From an optimization exercise on the open Yosys and OpenROAD flow, aimed at small area and a short achievable clock period; shortcuts taken in it are not production practice. Only simulation tests tie the RTL to the original design; equivalence was not proved. Power figures rest on the tool's default switching activity, not on a simulated workload.

===== config.mk =====
export PLATFORM = sky130hd
export DESIGN_NAME = mac_unit
export DESIGN_NICKNAME = mac_unit
export VERILOG_FILES = /design/flow/design.v
export SDC_FILE = /design/flow/constraint.sdc
export NUM_CORES = 4
export LEC_CHECK = 0
export CAP_MARGIN = 20
export CORE_MARGIN = 2
export CORE_UTILIZATION = 65
export SETUP_SLACK_MARGIN = 3
export SLEW_MARGIN = 20
export SYNTH_HIERARCHICAL = 1
export SYNTH_MINIMUM_KEEP_SIZE = 0

===== constraint.sdc =====
create_clock -name core_clock -period 7.0 [get_ports {clk}]
set_input_delay 1.4000 -clock core_clock [delete_from_list [all_inputs] [get_ports {clk}]]
set_output_delay 1.4000 -clock core_clock [all_outputs]
set_load 0.01 [all_outputs]

===== run.sh =====
#!/bin/bash
# synth_recipe.tcl (not shown) runs the flow's synth.tcl, then flattens the netlist and writes it again
# the make line also repeats each setting of config.mk as NAME=value (left out here)
make -C /OpenROAD-flow-scripts/flow DESIGN_CONFIG=/design/flow/config.mk WORK_HOME=/design/flow/orfs CLKGATE_MAP_FILE= SYNTH_SCRIPT=/design/flow/synth_recipe.tcl finish

===== design.v =====
module mac_unit #(
    parameter AW = 16,
    parameter BW = 16,
    parameter ACCW = 40,
    parameter SIGNED = 0
)(
    input  wire clk,
    input  wire rst_n,
    input  wire en,
    input  wire valid_in,
    input  wire [AW-1:0] a,
    input  wire [BW-1:0] b,
    output reg  valid_out,
    output reg  [ACCW-1:0] acc_out
);
  reg [87:0] pr;
  reg valid_reg;
  wire [39:0] nacc = ~acc_out;
  wire p1;
  wire p2;
  wire p3;
  wire p4;
  wire p5;
  wire p6;
  wire p7;
  wire p8;
  wire p9;
  wire p10;
  wire p11;
  wire p12;
  wire p13;
  wire p14;
  wire p15;
  wire p16;
  wire p17;
  wire p18;
  wire p19;
  wire p20;
  wire p21;
  wire p22;
  wire p23;
  wire p24;
  wire p25;
  wire p26;
  wire p27;
  wire p28;
  wire p29;
  wire p30;
  wire p31;
  wire p32;
  wire p33;
  wire p34;
  wire p35;
  wire p36;
  wire p37;
  wire p38;
  wire p39;
  wire p40;
  wire p41;
  wire p42;
  wire p43;
  wire p44;
  wire p45;
  wire p46;
  wire p47;
  wire p48;
  wire p49;
  wire p50;
  wire p51;
  wire p52;
  wire p53;
  wire p54;
  wire p55;
  wire p56;
  wire p57;
  wire p58;
  wire p59;
  wire p60;
  wire p61;
  wire p62;
  wire p63;
  wire p64;
  wire p65;
  wire p66;
  wire p67;
  wire p68;
  wire p69;
  wire p70;
  wire p71;
  wire p72;
  wire p73;
  wire p74;
  wire p75;
  wire p76;
  wire p77;
  wire p78;
  wire p79;
  wire p80;
  wire p81;
  wire p82;
  wire p83;
  wire p84;
  wire p85;
  wire p86;
  wire p87;
  wire p88;
  wire p89;
  wire p90;
  wire p91;
  wire p92;
  wire p93;
  wire p94;
  wire p95;
  wire p96;
  wire p97;
  wire p98;
  wire p99;
  wire p100;
  wire p101;
  wire p102;
  wire p103;
  wire p104;
  wire p105;
  wire p106;
  wire p107;
  wire p108;
  wire p109;
  wire p110;
  wire p111;
  wire p112;
  wire p113;
  wire p114;
  wire p115;
  wire p116;
  wire p117;
  wire p118;
  wire p119;
  wire p120;
  wire p121;
  wire p122;
  wire p123;
  wire p124;
  wire p125;
  wire p126;
  wire p127;
  wire p128;
  wire p129;
  wire p130;
  wire p131;
  wire p132;
  wire p133;
  wire p134;
  wire p135;
  wire p136;
  wire p137;
  wire p138;
  wire p139;
  wire p140;
  wire p141;
  wire p142;
  wire p143;
  wire p144;
  wire p145;
  wire p146;
  wire p147;
  wire p148;
  wire p149;
  wire p150;
  wire p151;
  wire p152;
  wire p153;
  wire p154;
  wire p155;
  wire p156;
  wire p157;
  wire p158;
  wire p159;
  wire p160;
  wire p161;
  wire p162;
  wire p163;
  wire p164;
  wire p165;
  wire p166;
  wire p167;
  wire p168;
  wire p169;
  wire p170;
  wire p171;
  wire p172;
  wire p173;
  wire p174;
  wire p175;
  wire p176;
  wire p177;
  wire p178;
  wire p179;
  wire p180;
  wire p181;
  wire p182;
  wire p183;
  wire p184;
  wire p185;
  wire p186;
  wire p187;
  wire p188;
  wire p189;
  wire p190;
  wire p191;
  wire p192;
  wire p193;
  wire p194;
  wire p195;
  wire p196;
  wire p197;
  wire p198;
  wire p199;
  wire p200;
  wire p201;
  wire p202;
  wire p203;
  wire p204;
  wire p205;
  wire p206;
  wire p207;
  wire p208;
  wire p209;
  wire p210;
  wire p211;
  wire p212;
  wire p213;
  wire p214;
  wire p215;
  wire p216;
  wire p217;
  wire p218;
  wire p219;
  wire p220;
  wire p221;
  wire p222;
  wire p223;
  wire p224;
  wire p225;
  wire p226;
  wire p227;
  wire p228;
  wire p229;
  wire p230;
  wire p231;
  wire p232;
  wire p233;
  wire p234;
  wire p235;
  wire p236;
  wire p237;
  wire p238;
  wire p239;
  wire p240;
  wire p241;
  wire p242;
  wire p243;
  wire p244;
  wire p245;
  wire p246;
  wire p247;
  wire p248;
  wire p249;
  wire p250;
  wire p251;
  wire p252;
  wire p253;
  wire p254;
  wire p255;
  wire p256;
  wire s257;
  wire c258;
  wire s259;
  wire c260;
  wire s261;
  wire c262;
  wire s263;
  wire c264;
  wire s265;
  wire c266;
  wire s267;
  wire c268;
  wire s269;
  wire c270;
  wire s271;
  wire c272;
  wire s273;
  wire c274;
  wire s275;
  wire c276;
  wire s277;
  wire c278;
  wire s279;
  wire c280;
  wire s281;
  wire c282;
  wire s283;
  wire c284;
  wire s285;
  wire c286;
  wire s287;
  wire c288;
  wire s289;
  wire c290;
  wire s291;
  wire c292;
  wire s293;
  wire c294;
  wire s295;
  wire c296;
  wire s297;
  wire c298;
  wire s299;
  wire c300;
  wire s301;
  wire c302;
  wire s303;
  wire c304;
  wire s305;
  wire c306;
  wire s307;
  wire c308;
  wire s309;
  wire c310;
  wire s311;
  wire c312;
  wire s313;
  wire c314;
  wire s315;
  wire c316;
  wire s317;
  wire c318;
  wire s319;
  wire c320;
  wire s321;
  wire c322;
  wire s323;
  wire c324;
  wire s325;
  wire c326;
  wire s327;
  wire c328;
  wire s329;
  wire c330;
  wire s331;
  wire c332;
  wire s333;
  wire c334;
  wire s335;
  wire c336;
  wire s337;
  wire c338;
  wire s339;
  wire c340;
  wire s341;
  wire c342;
  wire s343;
  wire c344;
  wire s345;
  wire c346;
  wire s347;
  wire c348;
  wire s349;
  wire c350;
  wire s351;
  wire c352;
  wire s353;
  wire c354;
  wire s355;
  wire c356;
  wire s357;
  wire c358;
  wire s359;
  wire c360;
  wire s361;
  wire c362;
  wire s363;
  wire c364;
  wire s365;
  wire c366;
  wire s367;
  wire c368;
  wire s369;
  wire c370;
  wire s371;
  wire c372;
  wire s373;
  wire c374;
  wire s375;
  wire c376;
  wire s377;
  wire c378;
  wire s379;
  wire c380;
  wire s381;
  wire c382;
  wire s383;
  wire c384;
  wire s385;
  wire c386;
  wire s387;
  wire c388;
  wire s389;
  wire c390;
  wire s391;
  wire c392;
  wire s393;
  wire c394;
  wire s395;
  wire c396;
  wire s397;
  wire c398;
  wire s399;
  wire c400;
  wire s401;
  wire c402;
  wire s403;
  wire c404;
  wire s405;
  wire c406;
  wire s407;
  wire c408;
  wire s409;
  wire c410;
  wire s411;
  wire c412;
  wire s413;
  wire c414;
  wire s415;
  wire c416;
  wire s417;
  wire c418;
  wire s419;
  wire c420;
  wire s421;
  wire c422;
  wire s423;
  wire c424;
  wire s425;
  wire c426;
  wire s427;
  wire c428;
  wire s429;
  wire c430;
  wire s431;
  wire c432;
  wire s433;
  wire c434;
  wire s435;
  wire c436;
  wire s437;
  wire c438;
  wire s439;
  wire c440;
  wire s441;
  wire c442;
  wire s443;
  wire c444;
  wire s445;
  wire c446;
  wire s447;
  wire c448;
  wire s449;
  wire c450;
  wire s451;
  wire c452;
  wire s453;
  wire c454;
  wire s455;
  wire c456;
  wire s457;
  wire c458;
  wire s459;
  wire c460;
  wire s461;
  wire c462;
  wire s463;
  wire c464;
  wire s465;
  wire c466;
  wire s467;
  wire c468;
  wire s469;
  wire c470;
  wire s471;
  wire c472;
  wire s473;
  wire c474;
  wire s475;
  wire c476;
  wire s477;
  wire c478;
  wire s479;
  wire c480;
  wire s481;
  wire c482;
  wire s483;
  wire c484;
  wire s485;
  wire c486;
  wire s487;
  wire c488;
  wire s489;
  wire c490;
  wire s491;
  wire c492;
  wire s493;
  wire c494;
  wire s495;
  wire c496;
  wire s497;
  wire c498;
  wire s499;
  wire c500;
  wire s501;
  wire c502;
  wire s503;
  wire c504;
  wire s505;
  wire c506;
  wire s507;
  wire c508;
  wire s509;
  wire c510;
  wire s511;
  wire c512;
  wire s513;
  wire c514;
  wire s515;
  wire c516;
  wire s517;
  wire c518;
  wire s519;
  wire c520;
  wire s521;
  wire c522;
  wire s523;
  wire c524;
  wire s525;
  wire c526;
  wire s527;
  wire c528;
  wire s529;
  wire c530;
  wire s531;
  wire c532;
  wire s533;
  wire c534;
  wire s535;
  wire c536;
  wire s537;
  wire c538;
  wire s539;
  wire c540;
  wire s541;
  wire c542;
  wire s543;
  wire c544;
  wire s545;
  wire c546;
  wire s547;
  wire c548;
  wire s549;
  wire c550;
  wire s551;
  wire c552;
  wire s553;
  wire c554;
  wire s555;
  wire c556;
  wire s557;
  wire c558;
  wire s559;
  wire c560;
  wire s561;
  wire c562;
  wire s563;
  wire c564;
  wire s565;
  wire c566;
  wire s567;
  wire c568;
  wire s569;
  wire c570;
  wire s571;
  wire c572;
  wire s573;
  wire c574;
  wire s575;
  wire c576;
  wire s577;
  wire c578;
  wire s579;
  wire c580;
  wire s581;
  wire c582;
  wire s583;
  wire c584;
  wire s585;
  wire c586;
  wire s587;
  wire c588;
  wire s589;
  wire c590;
  wire s591;
  wire c592;
  wire s593;
  wire c594;
  wire s595;
  wire c596;
  wire s597;
  wire c598;
  wire s599;
  wire c600;
  wire s601;
  wire c602;
  wire s603;
  wire c604;
  wire s605;
  wire c606;
  wire s607;
  wire c608;
  wire s609;
  wire c610;
  wire s611;
  wire c612;
  wire s613;
  wire c614;
  wire s615;
  wire c616;
  wire s617;
  wire c618;
  wire s619;
  wire c620;
  wire s621;
  wire c622;
  wire s623;
  wire c624;
  wire s625;
  wire c626;
  wire s627;
  wire c628;
  wire s629;
  wire c630;
  wire s631;
  wire c632;
  wire s633;
  wire c634;
  wire s635;
  wire c636;
  wire s637;
  wire c638;
  wire s639;
  wire c640;
  wire s641;
  wire c642;
  wire s643;
  wire c644;
  wire s645;
  wire c646;
  wire s647;
  wire c648;
  wire s649;
  wire c650;
  wire s651;
  wire c652;
  wire s653;
  wire c654;
  wire s655;
  wire c656;
  wire s657;
  wire c658;
  wire s659;
  wire c660;
  wire s661;
  wire c662;
  wire s663;
  wire c664;
  wire s665;
  wire c666;
  wire s667;
  wire c668;
  wire s669;
  wire c670;
  wire s671;
  wire c672;
  wire s673;
  wire c674;
  wire s675;
  wire c676;
  wire s677;
  wire c678;
  wire s679;
  wire c680;
  wire s681;
  wire c682;
  wire s683;
  wire c684;
  wire s685;
  wire c686;
  wire s687;
  wire c688;
  wire s689;
  wire c690;
  wire s691;
  wire c692;
  wire s693;
  wire c694;
  wire s695;
  wire c696;
  wire s697;
  wire c698;
  wire s699;
  wire c700;
  wire s701;
  wire c702;
  wire s703;
  wire c704;
  wire s705;
  wire c706;
  wire s707;
  wire c708;
  wire s709;
  wire c710;
  wire s711;
  wire c712;
  wire s713;
  wire c714;
  wire s715;
  wire c716;
  wire s717;
  wire c718;
  wire s719;
  wire c720;
  wire s721;
  wire c722;
  wire s723;
  wire c724;
  wire s725;
  wire c726;
  wire s727;
  wire c728;
  wire s729;
  wire c730;
  wire s731;
  wire c732;
  wire s733;
  wire c734;
  wire s735;
  wire c736;
  assign p1 = ~(a[0] & b[0]);
  assign p2 = ~(a[0] & b[1]);
  assign p3 = ~(a[0] & b[2]);
  assign p4 = ~(a[0] & b[3]);
  assign p5 = ~(a[0] & b[4]);
  assign p6 = ~(a[0] & b[5]);
  assign p7 = ~(a[0] & b[6]);
  assign p8 = ~(a[0] & b[7]);
  assign p9 = ~(a[0] & b[8]);
  assign p10 = ~(a[0] & b[9]);
  assign p11 = ~(a[0] & b[10]);
  assign p12 = ~(a[0] & b[11]);
  assign p13 = ~(a[0] & b[12]);
  assign p14 = ~(a[0] & b[13]);
  assign p15 = ~(a[0] & b[14]);
  assign p16 = ~(a[0] & b[15]);
  assign p17 = ~(a[1] & b[0]);
  assign p18 = ~(a[1] & b[1]);
  assign p19 = ~(a[1] & b[2]);
  assign p20 = ~(a[1] & b[3]);
  assign p21 = ~(a[1] & b[4]);
  assign p22 = ~(a[1] & b[5]);
  assign p23 = ~(a[1] & b[6]);
  assign p24 = ~(a[1] & b[7]);
  assign p25 = ~(a[1] & b[8]);
  assign p26 = ~(a[1] & b[9]);
  assign p27 = ~(a[1] & b[10]);
  assign p28 = ~(a[1] & b[11]);
  assign p29 = ~(a[1] & b[12]);
  assign p30 = ~(a[1] & b[13]);
  assign p31 = ~(a[1] & b[14]);
  assign p32 = ~(a[1] & b[15]);
  assign p33 = ~(a[2] & b[0]);
  assign p34 = ~(a[2] & b[1]);
  assign p35 = ~(a[2] & b[2]);
  assign p36 = ~(a[2] & b[3]);
  assign p37 = ~(a[2] & b[4]);
  assign p38 = ~(a[2] & b[5]);
  assign p39 = ~(a[2] & b[6]);
  assign p40 = ~(a[2] & b[7]);
  assign p41 = ~(a[2] & b[8]);
  assign p42 = ~(a[2] & b[9]);
  assign p43 = ~(a[2] & b[10]);
  assign p44 = ~(a[2] & b[11]);
  assign p45 = ~(a[2] & b[12]);
  assign p46 = ~(a[2] & b[13]);
  assign p47 = ~(a[2] & b[14]);
  assign p48 = ~(a[2] & b[15]);
  assign p49 = ~(a[3] & b[0]);
  assign p50 = ~(a[3] & b[1]);
  assign p51 = ~(a[3] & b[2]);
  assign p52 = ~(a[3] & b[3]);
  assign p53 = ~(a[3] & b[4]);
  assign p54 = ~(a[3] & b[5]);
  assign p55 = ~(a[3] & b[6]);
  assign p56 = ~(a[3] & b[7]);
  assign p57 = ~(a[3] & b[8]);
  assign p58 = ~(a[3] & b[9]);
  assign p59 = ~(a[3] & b[10]);
  assign p60 = ~(a[3] & b[11]);
  assign p61 = ~(a[3] & b[12]);
  assign p62 = ~(a[3] & b[13]);
  assign p63 = ~(a[3] & b[14]);
  assign p64 = ~(a[3] & b[15]);
  assign p65 = ~(a[4] & b[0]);
  assign p66 = ~(a[4] & b[1]);
  assign p67 = ~(a[4] & b[2]);
  assign p68 = ~(a[4] & b[3]);
  assign p69 = ~(a[4] & b[4]);
  assign p70 = ~(a[4] & b[5]);
  assign p71 = ~(a[4] & b[6]);
  assign p72 = ~(a[4] & b[7]);
  assign p73 = ~(a[4] & b[8]);
  assign p74 = ~(a[4] & b[9]);
  assign p75 = ~(a[4] & b[10]);
  assign p76 = ~(a[4] & b[11]);
  assign p77 = ~(a[4] & b[12]);
  assign p78 = ~(a[4] & b[13]);
  assign p79 = ~(a[4] & b[14]);
  assign p80 = ~(a[4] & b[15]);
  assign p81 = ~(a[5] & b[0]);
  assign p82 = ~(a[5] & b[1]);
  assign p83 = ~(a[5] & b[2]);
  assign p84 = ~(a[5] & b[3]);
  assign p85 = ~(a[5] & b[4]);
  assign p86 = ~(a[5] & b[5]);
  assign p87 = ~(a[5] & b[6]);
  assign p88 = ~(a[5] & b[7]);
  assign p89 = ~(a[5] & b[8]);
  assign p90 = ~(a[5] & b[9]);
  assign p91 = ~(a[5] & b[10]);
  assign p92 = ~(a[5] & b[11]);
  assign p93 = ~(a[5] & b[12]);
  assign p94 = ~(a[5] & b[13]);
  assign p95 = ~(a[5] & b[14]);
  assign p96 = ~(a[5] & b[15]);
  assign p97 = ~(a[6] & b[0]);
  assign p98 = ~(a[6] & b[1]);
  assign p99 = ~(a[6] & b[2]);
  assign p100 = ~(a[6] & b[3]);
  assign p101 = ~(a[6] & b[4]);
  assign p102 = ~(a[6] & b[5]);
  assign p103 = ~(a[6] & b[6]);
  assign p104 = ~(a[6] & b[7]);
  assign p105 = ~(a[6] & b[8]);
  assign p106 = ~(a[6] & b[9]);
  assign p107 = ~(a[6] & b[10]);
  assign p108 = ~(a[6] & b[11]);
  assign p109 = ~(a[6] & b[12]);
  assign p110 = ~(a[6] & b[13]);
  assign p111 = ~(a[6] & b[14]);
  assign p112 = ~(a[6] & b[15]);
  assign p113 = ~(a[7] & b[0]);
  assign p114 = ~(a[7] & b[1]);
  assign p115 = ~(a[7] & b[2]);
  assign p116 = ~(a[7] & b[3]);
  assign p117 = ~(a[7] & b[4]);
  assign p118 = ~(a[7] & b[5]);
  assign p119 = ~(a[7] & b[6]);
  assign p120 = ~(a[7] & b[7]);
  assign p121 = ~(a[7] & b[8]);
  assign p122 = ~(a[7] & b[9]);
  assign p123 = ~(a[7] & b[10]);
  assign p124 = ~(a[7] & b[11]);
  assign p125 = ~(a[7] & b[12]);
  assign p126 = ~(a[7] & b[13]);
  assign p127 = ~(a[7] & b[14]);
  assign p128 = ~(a[7] & b[15]);
  assign p129 = ~(a[8] & b[0]);
  assign p130 = ~(a[8] & b[1]);
  assign p131 = ~(a[8] & b[2]);
  assign p132 = ~(a[8] & b[3]);
  assign p133 = ~(a[8] & b[4]);
  assign p134 = ~(a[8] & b[5]);
  assign p135 = ~(a[8] & b[6]);
  assign p136 = ~(a[8] & b[7]);
  assign p137 = ~(a[8] & b[8]);
  assign p138 = ~(a[8] & b[9]);
  assign p139 = ~(a[8] & b[10]);
  assign p140 = ~(a[8] & b[11]);
  assign p141 = ~(a[8] & b[12]);
  assign p142 = ~(a[8] & b[13]);
  assign p143 = ~(a[8] & b[14]);
  assign p144 = ~(a[8] & b[15]);
  assign p145 = ~(a[9] & b[0]);
  assign p146 = ~(a[9] & b[1]);
  assign p147 = ~(a[9] & b[2]);
  assign p148 = ~(a[9] & b[3]);
  assign p149 = ~(a[9] & b[4]);
  assign p150 = ~(a[9] & b[5]);
  assign p151 = ~(a[9] & b[6]);
  assign p152 = ~(a[9] & b[7]);
  assign p153 = ~(a[9] & b[8]);
  assign p154 = ~(a[9] & b[9]);
  assign p155 = ~(a[9] & b[10]);
  assign p156 = ~(a[9] & b[11]);
  assign p157 = ~(a[9] & b[12]);
  assign p158 = ~(a[9] & b[13]);
  assign p159 = ~(a[9] & b[14]);
  assign p160 = ~(a[9] & b[15]);
  assign p161 = ~(a[10] & b[0]);
  assign p162 = ~(a[10] & b[1]);
  assign p163 = ~(a[10] & b[2]);
  assign p164 = ~(a[10] & b[3]);
  assign p165 = ~(a[10] & b[4]);
  assign p166 = ~(a[10] & b[5]);
  assign p167 = ~(a[10] & b[6]);
  assign p168 = ~(a[10] & b[7]);
  assign p169 = ~(a[10] & b[8]);
  assign p170 = ~(a[10] & b[9]);
  assign p171 = ~(a[10] & b[10]);
  assign p172 = ~(a[10] & b[11]);
  assign p173 = ~(a[10] & b[12]);
  assign p174 = ~(a[10] & b[13]);
  assign p175 = ~(a[10] & b[14]);
  assign p176 = ~(a[10] & b[15]);
  assign p177 = ~(a[11] & b[0]);
  assign p178 = ~(a[11] & b[1]);
  assign p179 = ~(a[11] & b[2]);
  assign p180 = ~(a[11] & b[3]);
  assign p181 = ~(a[11] & b[4]);
  assign p182 = ~(a[11] & b[5]);
  assign p183 = ~(a[11] & b[6]);
  assign p184 = ~(a[11] & b[7]);
  assign p185 = ~(a[11] & b[8]);
  assign p186 = ~(a[11] & b[9]);
  assign p187 = ~(a[11] & b[10]);
  assign p188 = ~(a[11] & b[11]);
  assign p189 = ~(a[11] & b[12]);
  assign p190 = ~(a[11] & b[13]);
  assign p191 = ~(a[11] & b[14]);
  assign p192 = ~(a[11] & b[15]);
  assign p193 = ~(a[12] & b[0]);
  assign p194 = ~(a[12] & b[1]);
  assign p195 = ~(a[12] & b[2]);
  assign p196 = ~(a[12] & b[3]);
  assign p197 = ~(a[12] & b[4]);
  assign p198 = ~(a[12] & b[5]);
  assign p199 = ~(a[12] & b[6]);
  assign p200 = ~(a[12] & b[7]);
  assign p201 = ~(a[12] & b[8]);
  assign p202 = ~(a[12] & b[9]);
  assign p203 = ~(a[12] & b[10]);
  assign p204 = ~(a[12] & b[11]);
  assign p205 = ~(a[12] & b[12]);
  assign p206 = ~(a[12] & b[13]);
  assign p207 = ~(a[12] & b[14]);
  assign p208 = ~(a[12] & b[15]);
  assign p209 = ~(a[13] & b[0]);
  assign p210 = ~(a[13] & b[1]);
  assign p211 = ~(a[13] & b[2]);
  assign p212 = ~(a[13] & b[3]);
  assign p213 = ~(a[13] & b[4]);
  assign p214 = ~(a[13] & b[5]);
  assign p215 = ~(a[13] & b[6]);
  assign p216 = ~(a[13] & b[7]);
  assign p217 = ~(a[13] & b[8]);
  assign p218 = ~(a[13] & b[9]);
  assign p219 = ~(a[13] & b[10]);
  assign p220 = ~(a[13] & b[11]);
  assign p221 = ~(a[13] & b[12]);
  assign p222 = ~(a[13] & b[13]);
  assign p223 = ~(a[13] & b[14]);
  assign p224 = ~(a[13] & b[15]);
  assign p225 = ~(a[14] & b[0]);
  assign p226 = ~(a[14] & b[1]);
  assign p227 = ~(a[14] & b[2]);
  assign p228 = ~(a[14] & b[3]);
  assign p229 = ~(a[14] & b[4]);
  assign p230 = ~(a[14] & b[5]);
  assign p231 = ~(a[14] & b[6]);
  assign p232 = ~(a[14] & b[7]);
  assign p233 = ~(a[14] & b[8]);
  assign p234 = ~(a[14] & b[9]);
  assign p235 = ~(a[14] & b[10]);
  assign p236 = ~(a[14] & b[11]);
  assign p237 = ~(a[14] & b[12]);
  assign p238 = ~(a[14] & b[13]);
  assign p239 = ~(a[14] & b[14]);
  assign p240 = ~(a[14] & b[15]);
  assign p241 = ~(a[15] & b[0]);
  assign p242 = ~(a[15] & b[1]);
  assign p243 = ~(a[15] & b[2]);
  assign p244 = ~(a[15] & b[3]);
  assign p245 = ~(a[15] & b[4]);
  assign p246 = ~(a[15] & b[5]);
  assign p247 = ~(a[15] & b[6]);
  assign p248 = ~(a[15] & b[7]);
  assign p249 = ~(a[15] & b[8]);
  assign p250 = ~(a[15] & b[9]);
  assign p251 = ~(a[15] & b[10]);
  assign p252 = ~(a[15] & b[11]);
  assign p253 = ~(a[15] & b[12]);
  assign p254 = ~(a[15] & b[13]);
  assign p255 = ~(a[15] & b[14]);
  assign p256 = ~(a[15] & b[15]);
  mac_fa ha1 (.a(p104), .b(p119), .ci(1'b1), .s(s257), .co(c258));
  mac_fa fa1 (.a(p105), .b(p120), .ci(p135), .s(s259), .co(c260));
  mac_fa ha2 (.a(p15), .b(p150), .ci(1'b1), .s(s261), .co(c262));
  mac_fa fa2 (.a(p106), .b(p121), .ci(p136), .s(s263), .co(c264));
  mac_fa fa3 (.a(p151), .b(p16), .ci(p166), .s(s265), .co(c266));
  mac_fa ha3 (.a(p181), .b(p196), .ci(1'b1), .s(s267), .co(c268));
  mac_fa fa4 (.a(p107), .b(p122), .ci(p137), .s(s269), .co(c270));
  mac_fa fa5 (.a(p152), .b(p167), .ci(p182), .s(s271), .co(c272));
  mac_fa ha4 (.a(p197), .b(p212), .ci(1'b1), .s(s273), .co(c274));
  mac_fa fa6 (.a(p108), .b(p123), .ci(p138), .s(s275), .co(c276));
  mac_fa fa7 (.a(p153), .b(p168), .ci(p183), .s(s277), .co(c278));
  mac_fa fa8 (.a(p109), .b(p124), .ci(p139), .s(s279), .co(c280));
  mac_fa ha5 (.a(p10), .b(p100), .ci(1'b1), .s(s281), .co(c282));
  mac_fa fa9 (.a(p101), .b(p11), .ci(p116), .s(s283), .co(c284));
  mac_fa ha6 (.a(p131), .b(p146), .ci(1'b1), .s(s285), .co(c286));
  mac_fa fa10 (.a(p102), .b(p117), .ci(p12), .s(s287), .co(c288));
  mac_fa fa11 (.a(p132), .b(p147), .ci(p162), .s(s289), .co(c290));
  mac_fa ha7 (.a(p177), .b(p27), .ci(1'b1), .s(s291), .co(c292));
  mac_fa fa12 (.a(p103), .b(p118), .ci(p13), .s(s293), .co(c294));
  mac_fa fa13 (.a(p133), .b(p148), .ci(p163), .s(s295), .co(c296));
  mac_fa fa14 (.a(p178), .b(p193), .ci(p28), .s(s297), .co(c298));
  mac_fa ha8 (.a(p43), .b(p58), .ci(1'b1), .s(s299), .co(c300));
  mac_fa fa15 (.a(p134), .b(p14), .ci(p149), .s(s301), .co(c302));
  mac_fa fa16 (.a(p164), .b(p179), .ci(p194), .s(s303), .co(c304));
  mac_fa fa17 (.a(p209), .b(p29), .ci(p44), .s(s305), .co(c306));
  mac_fa fa18 (.a(p59), .b(p74), .ci(p89), .s(s307), .co(c308));
  mac_fa fa19 (.a(p165), .b(p180), .ci(p195), .s(s309), .co(c310));
  mac_fa fa20 (.a(p210), .b(p225), .ci(p30), .s(s311), .co(c312));
  mac_fa fa21 (.a(p45), .b(p60), .ci(p75), .s(s313), .co(c314));
  mac_fa fa22 (.a(p90), .b(c258), .ci(s261), .s(s315), .co(c316));
  mac_fa fa23 (.a(p211), .b(p226), .ci(p241), .s(s317), .co(c318));
  mac_fa fa24 (.a(p31), .b(p46), .ci(p61), .s(s319), .co(c320));
  mac_fa fa25 (.a(p76), .b(p91), .ci(c262), .s(s321), .co(c322));
  mac_fa fa26 (.a(s267), .b(c260), .ci(s263), .s(s323), .co(c324));
  mac_fa fa27 (.a(p227), .b(p242), .ci(p32), .s(s325), .co(c326));
  mac_fa fa28 (.a(p47), .b(p62), .ci(p77), .s(s327), .co(c328));
  mac_fa fa29 (.a(p92), .b(c268), .ci(s273), .s(s329), .co(c330));
  mac_fa fa30 (.a(c264), .b(c266), .ci(s269), .s(s331), .co(c332));
  mac_fa fa31 (.a(p198), .b(p213), .ci(p228), .s(s333), .co(c334));
  mac_fa fa32 (.a(p243), .b(p48), .ci(p63), .s(s335), .co(c336));
  mac_fa fa33 (.a(p78), .b(p93), .ci(c274), .s(s337), .co(c338));
  mac_fa fa34 (.a(c270), .b(c272), .ci(s275), .s(s339), .co(c340));
  mac_fa fa35 (.a(p154), .b(p169), .ci(p184), .s(s341), .co(c342));
  mac_fa fa36 (.a(p199), .b(p214), .ci(p229), .s(s343), .co(c344));
  mac_fa fa37 (.a(p244), .b(p64), .ci(p79), .s(s345), .co(c346));
  mac_fa fa38 (.a(p94), .b(c276), .ci(c278), .s(s347), .co(c348));
  mac_fa fa39 (.a(p110), .b(p125), .ci(p140), .s(s349), .co(c350));
  mac_fa fa40 (.a(p155), .b(p170), .ci(p185), .s(s351), .co(c352));
  mac_fa fa41 (.a(p200), .b(p215), .ci(p230), .s(s353), .co(c354));
  mac_fa fa42 (.a(p245), .b(p80), .ci(p95), .s(s355), .co(c356));
  mac_fa fa43 (.a(p111), .b(p126), .ci(p141), .s(s357), .co(c358));
  mac_fa fa44 (.a(p156), .b(p171), .ci(p186), .s(s359), .co(c360));
  mac_fa fa45 (.a(p201), .b(p216), .ci(p231), .s(s361), .co(c362));
  mac_fa fa46 (.a(p112), .b(p127), .ci(p142), .s(s363), .co(c364));
  mac_fa fa47 (.a(p157), .b(p172), .ci(p187), .s(s365), .co(c366));
  mac_fa fa48 (.a(p128), .b(p143), .ci(p158), .s(s367), .co(c368));
  mac_fa ha9 (.a(p22), .b(p37), .ci(1'b1), .s(s369), .co(c370));
  mac_fa fa49 (.a(p113), .b(p23), .ci(p38), .s(s371), .co(c372));
  mac_fa ha10 (.a(p53), .b(p68), .ci(1'b1), .s(s373), .co(c374));
  mac_fa fa50 (.a(p114), .b(p129), .ci(p24), .s(s375), .co(c376));
  mac_fa fa51 (.a(p39), .b(p54), .ci(p69), .s(s377), .co(c378));
  mac_fa ha11 (.a(p84), .b(p9), .ci(1'b1), .s(s379), .co(c380));
  mac_fa fa52 (.a(p115), .b(p130), .ci(p145), .s(s381), .co(c382));
  mac_fa fa53 (.a(p25), .b(p40), .ci(p55), .s(s383), .co(c384));
  mac_fa fa54 (.a(p70), .b(p85), .ci(s281), .s(s385), .co(c386));
  mac_fa fa55 (.a(p161), .b(p26), .ci(p41), .s(s387), .co(c388));
  mac_fa fa56 (.a(p56), .b(p71), .ci(p86), .s(s389), .co(c390));
  mac_fa fa57 (.a(c282), .b(s285), .ci(s283), .s(s391), .co(c392));
  mac_fa fa58 (.a(p42), .b(p57), .ci(p72), .s(s393), .co(c394));
  mac_fa fa59 (.a(p87), .b(c286), .ci(s291), .s(s395), .co(c396));
  mac_fa fa60 (.a(c284), .b(s287), .ci(s289), .s(s397), .co(c398));
  mac_fa fa61 (.a(p73), .b(p88), .ci(c292), .s(s399), .co(c400));
  mac_fa fa62 (.a(s299), .b(c288), .ci(c290), .s(s401), .co(c402));
  mac_fa fa63 (.a(s293), .b(s295), .ci(s297), .s(s403), .co(c404));
  mac_fa fa64 (.a(c300), .b(s257), .ci(c294), .s(s405), .co(c406));
  mac_fa fa65 (.a(c296), .b(c298), .ci(s301), .s(s407), .co(c408));
  mac_fa fa66 (.a(s303), .b(s305), .ci(s307), .s(s409), .co(c410));
  mac_fa fa67 (.a(c302), .b(c304), .ci(c306), .s(s411), .co(c412));
  mac_fa fa68 (.a(c308), .b(s259), .ci(s309), .s(s413), .co(c414));
  mac_fa fa69 (.a(s311), .b(s313), .ci(s315), .s(s415), .co(c416));
  mac_fa fa70 (.a(c310), .b(c312), .ci(c314), .s(s417), .co(c418));
  mac_fa fa71 (.a(s265), .b(s317), .ci(s319), .s(s419), .co(c420));
  mac_fa fa72 (.a(c316), .b(s321), .ci(s323), .s(s421), .co(c422));
  mac_fa fa73 (.a(c318), .b(c320), .ci(s271), .s(s423), .co(c424));
  mac_fa fa74 (.a(s325), .b(s327), .ci(c322), .s(s425), .co(c426));
  mac_fa fa75 (.a(s329), .b(c324), .ci(s331), .s(s427), .co(c428));
  mac_fa fa76 (.a(c326), .b(c328), .ci(s277), .s(s429), .co(c430));
  mac_fa fa77 (.a(s333), .b(s335), .ci(c330), .s(s431), .co(c432));
  mac_fa fa78 (.a(s337), .b(c332), .ci(s339), .s(s433), .co(c434));
  mac_fa fa79 (.a(c334), .b(c336), .ci(s279), .s(s435), .co(c436));
  mac_fa fa80 (.a(s341), .b(s343), .ci(s345), .s(s437), .co(c438));
  mac_fa fa81 (.a(c338), .b(c340), .ci(s347), .s(s439), .co(c440));
  mac_fa fa82 (.a(c280), .b(c342), .ci(c344), .s(s441), .co(c442));
  mac_fa fa83 (.a(c346), .b(s349), .ci(s351), .s(s443), .co(c444));
  mac_fa fa84 (.a(s353), .b(s355), .ci(c348), .s(s445), .co(c446));
  mac_fa fa85 (.a(p246), .b(p96), .ci(c350), .s(s447), .co(c448));
  mac_fa fa86 (.a(c352), .b(c354), .ci(c356), .s(s449), .co(c450));
  mac_fa fa87 (.a(s357), .b(s359), .ci(s361), .s(s451), .co(c452));
  mac_fa fa88 (.a(p202), .b(p217), .ci(p232), .s(s453), .co(c454));
  mac_fa fa89 (.a(p247), .b(c358), .ci(c360), .s(s455), .co(c456));
  mac_fa fa90 (.a(c362), .b(s363), .ci(s365), .s(s457), .co(c458));
  mac_fa fa91 (.a(p173), .b(p188), .ci(p203), .s(s459), .co(c460));
  mac_fa fa92 (.a(p218), .b(p233), .ci(p248), .s(s461), .co(c462));
  mac_fa fa93 (.a(c364), .b(c366), .ci(s367), .s(s463), .co(c464));
  mac_fa fa94 (.a(p144), .b(p159), .ci(p174), .s(s465), .co(c466));
  mac_fa fa95 (.a(p189), .b(p204), .ci(p219), .s(s467), .co(c468));
  mac_fa fa96 (.a(p234), .b(p249), .ci(c368), .s(s469), .co(c470));
  mac_fa fa97 (.a(p160), .b(p175), .ci(p190), .s(s471), .co(c472));
  mac_fa fa98 (.a(p205), .b(p220), .ci(p235), .s(s473), .co(c474));
  mac_fa fa99 (.a(p176), .b(p191), .ci(p206), .s(s475), .co(c476));
  mac_fa ha12 (.a(p20), .b(p35), .ci(1'b1), .s(s477), .co(c478));
  mac_fa fa100 (.a(p21), .b(p36), .ci(p51), .s(s479), .co(c480));
  mac_fa ha13 (.a(p6), .b(p66), .ci(1'b1), .s(s481), .co(c482));
  mac_fa fa101 (.a(p52), .b(p67), .ci(p7), .s(s483), .co(c484));
  mac_fa fa102 (.a(p82), .b(p97), .ci(s369), .s(s485), .co(c486));
  mac_fa fa103 (.a(p8), .b(p83), .ci(p98), .s(s487), .co(c488));
  mac_fa fa104 (.a(c370), .b(s373), .ci(s371), .s(s489), .co(c490));
  mac_fa fa105 (.a(p99), .b(c374), .ci(s379), .s(s491), .co(c492));
  mac_fa fa106 (.a(c372), .b(s375), .ci(s377), .s(s493), .co(c494));
  mac_fa fa107 (.a(c380), .b(c376), .ci(c378), .s(s495), .co(c496));
  mac_fa fa108 (.a(s381), .b(s383), .ci(s385), .s(s497), .co(c498));
  mac_fa fa109 (.a(c382), .b(c384), .ci(s387), .s(s499), .co(c500));
  mac_fa fa110 (.a(s389), .b(c386), .ci(s391), .s(s501), .co(c502));
  mac_fa fa111 (.a(c388), .b(c390), .ci(s393), .s(s503), .co(c504));
  mac_fa fa112 (.a(s395), .b(c392), .ci(s397), .s(s505), .co(c506));
  mac_fa fa113 (.a(c394), .b(c396), .ci(s399), .s(s507), .co(c508));
  mac_fa fa114 (.a(c398), .b(s401), .ci(s403), .s(s509), .co(c510));
  mac_fa fa115 (.a(c400), .b(c402), .ci(c404), .s(s511), .co(c512));
  mac_fa fa116 (.a(s405), .b(s407), .ci(s409), .s(s513), .co(c514));
  mac_fa fa117 (.a(c406), .b(c408), .ci(c410), .s(s515), .co(c516));
  mac_fa fa118 (.a(s411), .b(s413), .ci(s415), .s(s517), .co(c518));
  mac_fa fa119 (.a(c412), .b(c414), .ci(s417), .s(s519), .co(c520));
  mac_fa fa120 (.a(s419), .b(c416), .ci(s421), .s(s521), .co(c522));
  mac_fa fa121 (.a(c418), .b(c420), .ci(s423), .s(s523), .co(c524));
  mac_fa fa122 (.a(s425), .b(c422), .ci(s427), .s(s525), .co(c526));
  mac_fa fa123 (.a(c424), .b(s429), .ci(c426), .s(s527), .co(c528));
  mac_fa fa124 (.a(s431), .b(c428), .ci(s433), .s(s529), .co(c530));
  mac_fa fa125 (.a(c430), .b(s435), .ci(s437), .s(s531), .co(c532));
  mac_fa fa126 (.a(c432), .b(c434), .ci(s439), .s(s533), .co(c534));
  mac_fa fa127 (.a(c436), .b(c438), .ci(s441), .s(s535), .co(c536));
  mac_fa fa128 (.a(s443), .b(c440), .ci(s445), .s(s537), .co(c538));
  mac_fa fa129 (.a(c442), .b(c444), .ci(s447), .s(s539), .co(c540));
  mac_fa fa130 (.a(s449), .b(s451), .ci(c446), .s(s541), .co(c542));
  mac_fa fa131 (.a(s453), .b(c448), .ci(c450), .s(s543), .co(c544));
  mac_fa fa132 (.a(c452), .b(s455), .ci(s457), .s(s545), .co(c546));
  mac_fa fa133 (.a(c454), .b(s459), .ci(s461), .s(s547), .co(c548));
  mac_fa fa134 (.a(c456), .b(c458), .ci(s463), .s(s549), .co(c550));
  mac_fa fa135 (.a(c460), .b(c462), .ci(s465), .s(s551), .co(c552));
  mac_fa fa136 (.a(s467), .b(c464), .ci(s469), .s(s553), .co(c554));
  mac_fa fa137 (.a(p250), .b(c466), .ci(c468), .s(s555), .co(c556));
  mac_fa fa138 (.a(s471), .b(s473), .ci(c470), .s(s557), .co(c558));
  mac_fa fa139 (.a(p221), .b(p236), .ci(p251), .s(s559), .co(c560));
  mac_fa fa140 (.a(c472), .b(c474), .ci(s475), .s(s561), .co(c562));
  mac_fa fa141 (.a(p192), .b(p207), .ci(p222), .s(s563), .co(c564));
  mac_fa fa142 (.a(p237), .b(p252), .ci(c476), .s(s565), .co(c566));
  mac_fa fa143 (.a(p208), .b(p223), .ci(p238), .s(s567), .co(c568));
  mac_fa ha14 (.a(p19), .b(p34), .ci(1'b1), .s(s569), .co(c570));
  mac_fa fa144 (.a(p5), .b(p50), .ci(p65), .s(s571), .co(c572));
  mac_fa fa145 (.a(p81), .b(c478), .ci(s481), .s(s573), .co(c574));
  mac_fa fa146 (.a(c482), .b(c480), .ci(s483), .s(s575), .co(c576));
  mac_fa fa147 (.a(c484), .b(s487), .ci(c486), .s(s577), .co(c578));
  mac_fa fa148 (.a(c488), .b(s491), .ci(c490), .s(s579), .co(c580));
  mac_fa fa149 (.a(c492), .b(c494), .ci(s495), .s(s581), .co(c582));
  mac_fa fa150 (.a(c496), .b(s499), .ci(c498), .s(s583), .co(c584));
  mac_fa fa151 (.a(c500), .b(s503), .ci(c502), .s(s585), .co(c586));
  mac_fa fa152 (.a(c504), .b(s507), .ci(c506), .s(s587), .co(c588));
  mac_fa fa153 (.a(c508), .b(c510), .ci(s511), .s(s589), .co(c590));
  mac_fa fa154 (.a(c512), .b(c514), .ci(s515), .s(s591), .co(c592));
  mac_fa fa155 (.a(c516), .b(s519), .ci(c518), .s(s593), .co(c594));
  mac_fa fa156 (.a(c520), .b(s523), .ci(c522), .s(s595), .co(c596));
  mac_fa fa157 (.a(c524), .b(s527), .ci(c526), .s(s597), .co(c598));
  mac_fa fa158 (.a(s531), .b(c528), .ci(c530), .s(s599), .co(c600));
  mac_fa fa159 (.a(c532), .b(s535), .ci(c534), .s(s601), .co(c602));
  mac_fa fa160 (.a(c536), .b(s539), .ci(c538), .s(s603), .co(c604));
  mac_fa fa161 (.a(c540), .b(s543), .ci(s545), .s(s605), .co(c606));
  mac_fa fa162 (.a(s547), .b(c544), .ci(c546), .s(s607), .co(c608));
  mac_fa fa163 (.a(c548), .b(s551), .ci(c550), .s(s609), .co(c610));
  mac_fa fa164 (.a(c552), .b(s555), .ci(c554), .s(s611), .co(c612));
  mac_fa fa165 (.a(s559), .b(c556), .ci(s561), .s(s613), .co(c614));
  mac_fa fa166 (.a(c560), .b(s563), .ci(c562), .s(s615), .co(c616));
  mac_fa fa167 (.a(p253), .b(c564), .ci(s567), .s(s617), .co(c618));
  mac_fa fa168 (.a(p224), .b(p239), .ci(p254), .s(s619), .co(c620));
  mac_fa ha15 (.a(nacc[2]), .b(pr[3]), .ci(1'b1), .s(s621), .co(c622));
  mac_fa fa169 (.a(nacc[3]), .b(pr[6]), .ci(pr[7]), .s(s623), .co(c624));
  mac_fa fa170 (.a(nacc[4]), .b(pr[10]), .ci(pr[11]), .s(s625), .co(c626));
  mac_fa fa171 (.a(nacc[5]), .b(pr[12]), .ci(pr[13]), .s(s627), .co(c628));
  mac_fa fa172 (.a(nacc[6]), .b(pr[15]), .ci(pr[16]), .s(s629), .co(c630));
  mac_fa fa173 (.a(nacc[7]), .b(pr[18]), .ci(pr[19]), .s(s631), .co(c632));
  mac_fa fa174 (.a(nacc[8]), .b(pr[21]), .ci(pr[22]), .s(s633), .co(c634));
  mac_fa fa175 (.a(nacc[9]), .b(pr[24]), .ci(pr[25]), .s(s635), .co(c636));
  mac_fa fa176 (.a(nacc[10]), .b(pr[27]), .ci(pr[28]), .s(s637), .co(c638));
  mac_fa fa177 (.a(nacc[11]), .b(pr[30]), .ci(pr[31]), .s(s639), .co(c640));
  mac_fa fa178 (.a(nacc[12]), .b(pr[33]), .ci(pr[34]), .s(s641), .co(c642));
  mac_fa fa179 (.a(nacc[13]), .b(pr[36]), .ci(pr[37]), .s(s643), .co(c644));
  mac_fa fa180 (.a(nacc[14]), .b(pr[39]), .ci(pr[40]), .s(s645), .co(c646));
  mac_fa fa181 (.a(nacc[15]), .b(pr[42]), .ci(pr[43]), .s(s647), .co(c648));
  mac_fa fa182 (.a(nacc[16]), .b(pr[45]), .ci(pr[46]), .s(s649), .co(c650));
  mac_fa fa183 (.a(nacc[17]), .b(pr[48]), .ci(pr[49]), .s(s651), .co(c652));
  mac_fa fa184 (.a(nacc[18]), .b(pr[51]), .ci(pr[52]), .s(s653), .co(c654));
  mac_fa fa185 (.a(nacc[19]), .b(pr[54]), .ci(pr[55]), .s(s655), .co(c656));
  mac_fa fa186 (.a(nacc[20]), .b(pr[57]), .ci(pr[58]), .s(s657), .co(c658));
  mac_fa fa187 (.a(nacc[21]), .b(pr[60]), .ci(pr[61]), .s(s659), .co(c660));
  mac_fa fa188 (.a(nacc[22]), .b(pr[63]), .ci(pr[64]), .s(s661), .co(c662));
  mac_fa fa189 (.a(nacc[23]), .b(pr[66]), .ci(pr[67]), .s(s663), .co(c664));
  mac_fa fa190 (.a(nacc[24]), .b(pr[69]), .ci(pr[70]), .s(s665), .co(c666));
  mac_fa fa191 (.a(nacc[25]), .b(pr[72]), .ci(pr[73]), .s(s667), .co(c668));
  mac_fa fa192 (.a(nacc[26]), .b(pr[75]), .ci(pr[76]), .s(s669), .co(c670));
  mac_fa fa193 (.a(nacc[27]), .b(pr[78]), .ci(pr[79]), .s(s671), .co(c672));
  mac_fa fa194 (.a(nacc[28]), .b(pr[81]), .ci(pr[82]), .s(s673), .co(c674));
  mac_fa fa195 (.a(nacc[29]), .b(pr[84]), .ci(pr[85]), .s(s675), .co(c676));
  mac_fa ha16 (.a(nacc[1]), .b(pr[1]), .ci(1'b1), .s(s677), .co(c678));
  mac_fa fa196 (.a(pr[4]), .b(pr[5]), .ci(s621), .s(s679), .co(c680));
  mac_fa fa197 (.a(pr[8]), .b(c622), .ci(s623), .s(s681), .co(c682));
  mac_fa fa198 (.a(pr[9]), .b(c624), .ci(s625), .s(s683), .co(c684));
  mac_fa fa199 (.a(pr[14]), .b(c626), .ci(s627), .s(s685), .co(c686));
  mac_fa fa200 (.a(pr[17]), .b(c628), .ci(s629), .s(s687), .co(c688));
  mac_fa fa201 (.a(pr[20]), .b(c630), .ci(s631), .s(s689), .co(c690));
  mac_fa fa202 (.a(pr[23]), .b(c632), .ci(s633), .s(s691), .co(c692));
  mac_fa fa203 (.a(pr[26]), .b(c634), .ci(s635), .s(s693), .co(c694));
  mac_fa fa204 (.a(pr[29]), .b(c636), .ci(s637), .s(s695), .co(c696));
  mac_fa fa205 (.a(pr[32]), .b(c638), .ci(s639), .s(s697), .co(c698));
  mac_fa fa206 (.a(pr[35]), .b(c640), .ci(s641), .s(s699), .co(c700));
  mac_fa fa207 (.a(pr[38]), .b(c642), .ci(s643), .s(s701), .co(c702));
  mac_fa fa208 (.a(pr[41]), .b(c644), .ci(s645), .s(s703), .co(c704));
  mac_fa fa209 (.a(pr[44]), .b(c646), .ci(s647), .s(s705), .co(c706));
  mac_fa fa210 (.a(pr[47]), .b(c648), .ci(s649), .s(s707), .co(c708));
  mac_fa fa211 (.a(pr[50]), .b(c650), .ci(s651), .s(s709), .co(c710));
  mac_fa fa212 (.a(pr[53]), .b(c652), .ci(s653), .s(s711), .co(c712));
  mac_fa fa213 (.a(pr[56]), .b(c654), .ci(s655), .s(s713), .co(c714));
  mac_fa fa214 (.a(pr[59]), .b(c656), .ci(s657), .s(s715), .co(c716));
  mac_fa fa215 (.a(pr[62]), .b(c658), .ci(s659), .s(s717), .co(c718));
  mac_fa fa216 (.a(pr[65]), .b(c660), .ci(s661), .s(s719), .co(c720));
  mac_fa fa217 (.a(pr[68]), .b(c662), .ci(s663), .s(s721), .co(c722));
  mac_fa fa218 (.a(pr[71]), .b(c664), .ci(s665), .s(s723), .co(c724));
  mac_fa fa219 (.a(pr[74]), .b(c666), .ci(s667), .s(s725), .co(c726));
  mac_fa fa220 (.a(pr[77]), .b(c668), .ci(s669), .s(s727), .co(c728));
  mac_fa fa221 (.a(pr[80]), .b(c670), .ci(s671), .s(s729), .co(c730));
  mac_fa fa222 (.a(pr[83]), .b(c672), .ci(s673), .s(s731), .co(c732));
  mac_fa fa223 (.a(pr[86]), .b(c674), .ci(s675), .s(s733), .co(c734));
  mac_fa fa224 (.a(nacc[30]), .b(pr[87]), .ci(c676), .s(s735), .co(c736));
  wire [39:0] ra = {nacc[39], nacc[38], nacc[37], nacc[36], nacc[35], nacc[34], nacc[33], nacc[32], nacc[31], c734, c732, c730, c728, c726, c724, c722, c720, c718, c716, c714, c712, c710, c708, c706, c704, c702, c700, c698, c696, c694, c692, c690, c688, c686, c684, c682, c680, c678, pr[2], nacc[0]};
  wire [39:0] rb = {1'b1, 1'b1, 1'b1, 1'b1, 1'b1, 1'b1, 1'b1, 1'b1, c736, s735, s733, s731, s729, s727, s725, s723, s721, s719, s717, s715, s713, s711, s709, s707, s705, s703, s701, s699, s697, s695, s693, s691, s689, s687, s685, s683, s681, s679, s677, pr[0]};
  wire [39:0] sum = ~(ra + rb + 40'd1);
  always @(posedge clk) begin
    pr <= {p256, c620, p255, p240, c618, s619, c568, c616, s617, c566, s615, c614, s565, c612, s613, c558, s611, c610, s557, s609, c608, s553, s607, c606, s549, c604, s605, c542, s603, c602, s541, c600, s601, s537, s599, c598, s533, s597, c596, s529, s595, c594, s525, s593, s521, c592, s591, c590, s517, s589, c588, s513, s587, c586, s509, s585, c584, s505, s583, s501, c582, s581, c580, s497, s579, c578, s493, s577, s489, c576, s575, s485, c574, s573, s479, c572, s571, s477, c570, s569, p49, p4, p33, p3, p18, p2, p17, p1};
    valid_reg <= valid_in & rst_n;
  end
  always @(posedge clk) begin
    if (!rst_n) begin
      acc_out <= 40'd0;
      valid_out <= 1'b0;
    end else begin
      valid_out <= valid_reg;
      if (en && valid_reg)
        acc_out <= sum;
    end
  end
endmodule
module mac_fa (input wire a, input wire b, input wire ci,
               output wire s, output wire co);
  assign s = a ^ b ^ ci;
  assign co = (a & b) | (a & ci) | (b & ci);
endmodule
module mac_ha (input wire a, input wire b, output wire s, output wire co);
  assign s = a ^ b;
  assign co = a & b;
endmodule

==> impl_metrics.tcl <==
set metrics [dict create \
    status "complete, no violations" \
    io_buffer_count 76 \
    max_stage_delay_ns 0.58 \
    finalWeightedCongestion 0.934 \
    p_int_mw 3.54 \
    vias 8257 \
    grt_antenna_before_repair 0 \
    hp-class "reg2reg" \
    regArea_um2 2600 \
    crit_chain "buf_2, nand2_2, fa_1, fa_2, fa_2, fa_2, fa_1" \
    first_iter_violations 692 \
    netSwitchingPower_mw 3.63 \
    fin_util_pct 73.3 \
    required_ns 7.30 \
    numCtsBuffers 17 \
    r2r-start "acc_out[3]" \
    timing.setup.tns_ns 0 \
    largest_reg_flops 88 \
    finalHoldViolCount 0 \
    crit_path_end_kind "flop" \
    ys_warn_count 7 \
    multi_input_area_um2 8310 \
    ys_ff_latch 130 \
    largestRegisters "pr (88), acc_out (40)" \
    r2r_end "acc_out[33]" \
    switching_share_pct 50.6 \
    largest_register "pr" \
    hp-start "valid_reg" \
    ys_types 58 \
    grt_pass1_wl_um 45800 \
    yosysSeqAreaShare_pct 23.0 \
    syn_area_per_cell_um2 10.0 \
    core.rowCount 48 \
    fin_area_um2 12600 \
    first_pass_iters 5 \
    cp-startpoint "b[4]" \
    viasPerCell 5.93 \
    initial_core_util_pct 65.8 \
    pwr-share-comb_pct 73.2 \
    ir_drop_mv 0.385 \
    power_frac_seq_pct 15.3 \
    arrival_ns 4.26 \
    die_area_um2 18500 \
    wire_per_inst_um 20.4 \
    async_flop_share_pct 0 \
    die_w_um 136 \
    drv_slew 0 \
    post-route-period-util_pct 56.6 \
    tritoncts "yes" \
    skew_ns 0.0122 \
    final_cell_mix "nand2_1, fa_1, dfxtp_1" \
    drc 0 \
    cp-start-kind "primary input" \
    clkTransAtPathRegs_ns 0.06 \
    crit_top_cell "fa_2" \
    worst_pin_slew_ns 0.973 \
    cts.path.max_buffers 2 \
    ant_nets 0 \
    path_class "in2reg" \
    hold_end "valid_out" \
    cp_slowest_cell "fa_1" \
    num_antenna_cells 0 \
    rr_worst_depth 12 \
    dp_hpwl_um 21300 \
    area_growth_pct 11.4 \
    synth_top_cells_by_area "fa_1, dfxtp_1, nand2_1" \
    rsz0062_at_grt "true" \
    slew_headroom_pct 35.1 \
    clkPwrFrac_pct 11.5 \
    syn_inst 1127 \
    ios 77 \
    r2r_slack_ns 3.15 \
    whs_path_depth 1 \
    final_common_cell "nand2_1" \
    cts_max_level 4 \
    post_dp_cell_area_um2 12100 \
    drive_gt1_share_pct 7.97 \
    overflow 0 \
    power-per-cell-area_nw_per_um2 570 \
    worst-path-max-fanout 16 \
    syn_area_um2 11300 \
    cts_root_buf "clkbuf_16" \
    synth_edf_count 0 \
    die_height_um 136 \
    maxCapViolations 0 \
    wl_um 28400 \
    clk_latency_ns 0.43 \
    finalNetCount 1463 \
    setup_violations 0 \
    synthFlopType "dfxtp_1" \
    grt_use_total_pct 33.6 \
    cts_sinks 130 \
    min_period_ns 3.96 \
    yosys.area.top_type_share_pct 42.7 \
    p_leak_nw 4.61 \
    clock.fmax_mhz 253 \
    cts_hold_repair.buffers 0 \
    grt_pass1_vias 8459 \
    fill_cells 1299 \
    yosys.area.top_type "fa_1" \
    grt_max_degree 56 \
    placeableCoreArea_um2 17200 \
]
## routing by layer
metal	global-route usage, %	share of wire, %	vias up
met5	0	0	-
met4	9.66	1.9	0
met3	7.20	8.4	48
met2	52.4	47	404
met1	48.2	43	4148
li1	-	-	3657
## area by class of cell
type	instances	area share, %
Multi-Input combinational cell	881	66.0
Sequential cell	130	20.7
Timing Repair Buffer	80	5.41
Clock buffer	17	3.38
Tap cell	225	2.24
Inverter	44	1.31
Clock inverter	15	0.964
## cell usage after synthesis (3+ instances only)
master / number
nand4_1: 6
nand2b_1: 4
nand2_1: 294
o21bai_1: 5
o21ai_0: 35
a21o_1: 13
nand3_1: 7
and2_1: 6
clkbuf_1: 85
xnor2_1: 22
mux2i_1: 3
inv_1: 44
a211oi_1: 16
xor2_1: 5
nor3_1: 9
a31oi_1: 10
and3_1: 4
nor2_1: 42
a21oi_1: 53
o2111ai_1: 3
ha_1: 32
and4_1: 5
o31ai_1: 6
dfxtp_1: 130
fa_1: 241
nor2b_1: 5
o21a_1: 4
## worst max-delay path by stage
| stage | to | slack [ns] | cells after the start |
|---|---|---|---|
| final | pr[50] | 3.04 | 7 |
| after global routing | acc_out[33] | 2.98 | 12 |
| after CTS | pr[50] | 2.99 | 7 |
| after detailed placement | pr[50] | 2.01 | 7 |
| after global placement | pr[50] | 2.08 | 7 |
| after floorplan | pr[47] | 2.92 | 8 |
## per-stage QoR
step                      setup WS [ns]  power [mW]  cells  hold slack [ns]
after floorplan                    2.92        5.00   1142            0.448
after global placement             2.08        6.14   1358            0.458
after detailed placement           2.01        6.22   1358            0.460
after CTS                          2.99        7.09   1392            0.478
after global routing               2.98        7.81   1392            0.524
final                              3.04        7.17   1392            0.480
## power by group through the flow
stage               clock network [mW]  logic [mW]  registers (mW)
global route                     0.875        5.82            1.12
finish                           0.824        5.25            1.10
global placement                     0        5.04            1.11
detailed placement                   0        5.11            1.11
CTS                              0.835        5.16            1.10
floorplan                            0        3.92            1.08
## per-module statistics from Yosys, one instance, submodules excluded
module    times used  area [um^2]
mac_unit           1         6500
mac_fa           240         20.0
## logic make-up (layout without fill, tap and decap cells)
| family | after synthesis | count (layout) | synth area share, % |
|---|---|---|---|
| buf+inv | 131 | 156 | 4.40 |
| compound gates | 170 | 170 | 9.68 |
| simple gates | 392 | 392 | 14.3 |
| flops | 130 | 130 | 23.0 |
| other cells | 1 | 16 | 0.0332 |
| fa+ha+maj | 273 | 273 | 46.2 |
| mux | 3 | 3 | 0.266 |
| xor+xnor | 27 | 27 | 2.09 |
## critical path: cells and delay by family
| family | cells | cell delay (ns) |
|---|---|---|
| adders and majority gates | 5 | 2.37 |
| buffers and inverters | 1 | 0.36 |
| and+or+nand+nor | 1 | 0.10 |
## timing repair
action,CTS,global route
buffers inserted,2,0
gates resized for setup,83,45
pin swaps,5,0
setup endpoints to repair,39,19

afterwards: timing with drivers on the ports:
The flow's constraints put no driver on any port. The routed layout listed below was extracted and timed again, unchanged, in two steps. Step 1 (the two cells are an assumption about what drives the block):
set clk [get_ports {clk}]
set_driving_cell -lib_cell sky130_fd_sc_hd__clkbuf_16 $clk
set_driving_cell -lib_cell sky130_fd_sc_hd__buf_2 [delete_from_list [all_inputs] $clk]
Step 2 times the ports against the registers' clock, not the clock port: input delays grow and output delays shrink by t, the midpoint of the rising clock arrivals with the driver on. a / b / c = no drivers / after step 1 / after step 2; a / b = the first two.
t, ns: 0.471
setup slack, ns: 3.041 / 3.059 / 2.588
clock arrival spread, ns: 0.012 / 0.012
After both steps setup and hold are still met in this run. The setup slack of this run moves by +0.018 ns with the drivers and by -0.453 ns with both steps.
